This is an optimization exercise on Yosys and OpenROAD, whose aim is small area, a short achievable clock period and few clock cycles per item, not a production implementation.
At most, simulation tests tie the RTL to the original design; equivalence was not proved.

Design tanh, start of the top module:
module tanh (
    input  clk,
    input  rst,
    input  [13:0] i_x,
    input  i_valid,
    output o_ready,
    output [13:0] o_fx,
    output o_valid,
    input  i_ready
);
logic        adv;
logic [13:0] x0;
logic [1:0]  cnt;
logic        ov_r;
logic [13:0] e0, e1;
logic [0:0] m1_hc;
logic [17:0] m1_ha;
logic [17:0] m1_hb;
logic [13:0] x_s1;
logic [13:0] q_s2;
logic [13:0] x_s2;
logic [4:0] d1_one;
logic [3:0] d1_two;
logic [3:0] d1_neg;
logic [13:0] q_s3;
logic [13:0] x_s3;
logic [0:0] m2_hc;
logic [17:0] m2_ha;
logic [17:0] m2_hb;
logic [13:0] x_s4;
logic [13:0] q_s4;
logic [5:0] d2_one;
logic [4:0] d2_two;
logic [4:0] d2_neg;
logic [13:0] x_s5;
logic [13:0] q_s5;
logic [0:0] m3_hc;
logic [17:0] m3_ha;
logic [17:0] m3_hb;
logic [13:0] x_s6;
logic [13:0] q_s6;
logic [5:0] d3_one;
logic [5:0] d3_two;
logic [4:0] d3_neg;
logic [13:0] x_s7;
logic [13:0] q_s7;
logic [0:0] m4_hc;
logic [17:0] m4_ha;
logic [17:0] m4_hb;
logic [13:0] x_s8;
logic [13:0] q_s8;
logic [6:0] d4_one;
logic [6:0] d4_two;
logic [5:0] d4_neg;
logic [13:0] x_s9;
logic [13:0] q_s9;
logic [0:0] m5_hc;
logic [17:0] m5_ha;
logic [17:0] m5_hb;
logic [13:0] x_s10;
logic [14:0] r5p;
logic [6:0] dx_one;
logic [6:0] dx_two;
logic [6:0] dx_neg;
logic [0:0] m6_hc;
logic [17:0] m6_ha;
  ...
Size in the first run: roughly 620 flip-flops, ~40000 um2 of cells after synthesis.
clock: 8.0 ns
lec_check: 0
cap_margin: 20
core_margin: 2
core_utilization: 40
cts_cluster_diameter: 120
cts_cluster_size: 22
setup_slack_margin: 4.7
slew_margin: 20
synth_hierarchical: 1
synth_minimum_keep_size: 0
run.sh (not shown) runs the stock make flow with config.mk's settings and CLKGATE_MAP_FILE= SYNTH_SCRIPT=/design/flow/synth_recipe.tcl, a recipe that flattens the netlist after the stock synthesis.
Testbench counts at the start, summed over its fixed seeds: cycles 16,112, items 16,000.
==> next run, changes <==
Settings changed: CTS_CLUSTER_DIAMETER 120 to not set, CTS_CLUSTER_SIZE 22 to not set, SETUP_SLACK_MARGIN 4.7 to 5.
After rerunning:
- cell area came out higher by 10%
- clock skew came out lower by 3.6 ps
- die area does not change
- routed wire length came out higher by 10%
==> next run, changes <==
Settings changed: CTS_CLUSTER_DIAMETER set to 110, CTS_CLUSTER_SIZE set to 18, SETUP_SLACK_MARGIN 5 to 4.7.
=> Hold slack gets better by 5.0 ps. Global-route usage goes down by 1.4 points. Clock-buffer cell count goes down by 31.
==> next run, changes <==
Settings changed: CTS_CLUSTER_DIAMETER 110 to not set, CTS_CLUSTER_SIZE 18 to not set, GPL_ROUTABILITY_DRIVEN set to 0.
What happened:
- The new run went through all stages and came out clean
- cell area went up by a few percent
- first-iteration DRC count went up by about a fifth
- fmax went down slightly
- cell count went up by a few percent


Another version of the RTL of tanh (not shown whole).
Size: about 3,300 cells after synthesis, ~34 I/O pins.
clock: 8.0 ns
lec_check: 0
cap_margin: 20
core_margin: 2
core_utilization: 40
setup_slack_margin: 4.5
slew_margin: 20
synth_hierarchical: 1
synth_minimum_keep_size: 0
The starting point produced a clean layout.
Change:
--- a/flow/config.mk
+++ b/flow/config.mk
@@ -10,3 +10,3 @@
 export CORE_UTILIZATION = 40
-export SETUP_SLACK_MARGIN = 4.5
+export SETUP_SLACK_MARGIN = 5
 export SLEW_MARGIN = 20
=>
- fmax went down by 0.86%
- final area increases by 8.4%
- synthesized area does not change
Function was not checked in any run of this note: the RTL went through the layout flow alone.


== the reference run ==
Another version of the RTL of tanh (not shown whole).
Size in the first run: about 3400 cells after synthesis, about 510 flip-flops.
clock: 8.0 ns
lec_check: 0
cap_margin: 20
core_margin: 2
core_utilization: 40
slew_margin: 20
Both conditions hold for the reference run: the flow ran to the end and the final layout passed the timing, DRC and antenna checks.
Testbench counts of the reference run, summed over its fixed seeds: cycles 16,104, items 16,000.
Input changes introduced in the trial run (baseline for comparison: the reference run):
- SETUP_SLACK_MARGIN newly set to 5
Notes after the runs:
Looking at critical-path cell with the highest stage delay, the edfxtp_1 result is from the reference run; the fa_1 one comes from the trial run.
The trial run against the reference run; design area is up by more than 10%.
Compared with the reference run, the trial run shows cell depth of the worst setup path lower by 1.
NOTE: setup slack in the trial run exceeds that of the reference run
Summary of the trial run over the reference run: overall routed net length went up, post-place setup slack went up.

==> port drivers added, routing unchanged <==
The results above use ideal ports. As a check the final layouts listed here were re-extracted and re-timed, cells and wires unchanged.
Step 1 (the two cells are an assumption about what drives the block):
set clk [get_ports {clk}]
set_driving_cell -lib_cell sky130_fd_sc_hd__clkbuf_16 $clk
set_driving_cell -lib_cell sky130_fd_sc_hd__buf_2 [delete_from_list [all_inputs] $clk]
Step 2 adds t to the input delays and takes it off the output delays; t is the mean of the earliest and latest rising clock arrival at the registers after step 1. Input paths then give back, and output paths get back, about the clock's delay inside the block.
a / b / c = ideal / step 1 / step 2; a / b = the first two.
run | t (ns) | setup slack, ns | slew at the worst register clock pin (ns)
the first run of note 1 | 0.647 | 4.825 / 4.811 / 4.251 | 0.10 / 0.10
the second run of note 1 | 0.681 | 4.892 / 4.892 / 4.467 | 0.07 / 0.07
the third run of note 1 | 0.655 | 4.806 / 4.802 / 4.250 | 0.08 / 0.08
the fourth run of note 1 | 0.684 | 4.744 / 4.744 / 4.230 | 0.06 / 0.06
the first run of note 2 | 0.688 | 4.506 / 4.506 / 4.384 | 0.07 / 0.07
the second run of note 2 | 0.696 | 4.476 / 4.476 / 4.476 | 0.07 / 0.07
the reference run | 0.661 | 2.780 / 2.780 / 2.780 | 0.06 / 0.06
the trial run | 0.672 | 3.648 / 3.648 / 3.648 | 0.07 / 0.07
After both steps every run listed still meets setup and hold. The setup slack of the first run of note 1, which loses most, moves by -0.014 ns with the drivers and by -0.574 ns with both steps.
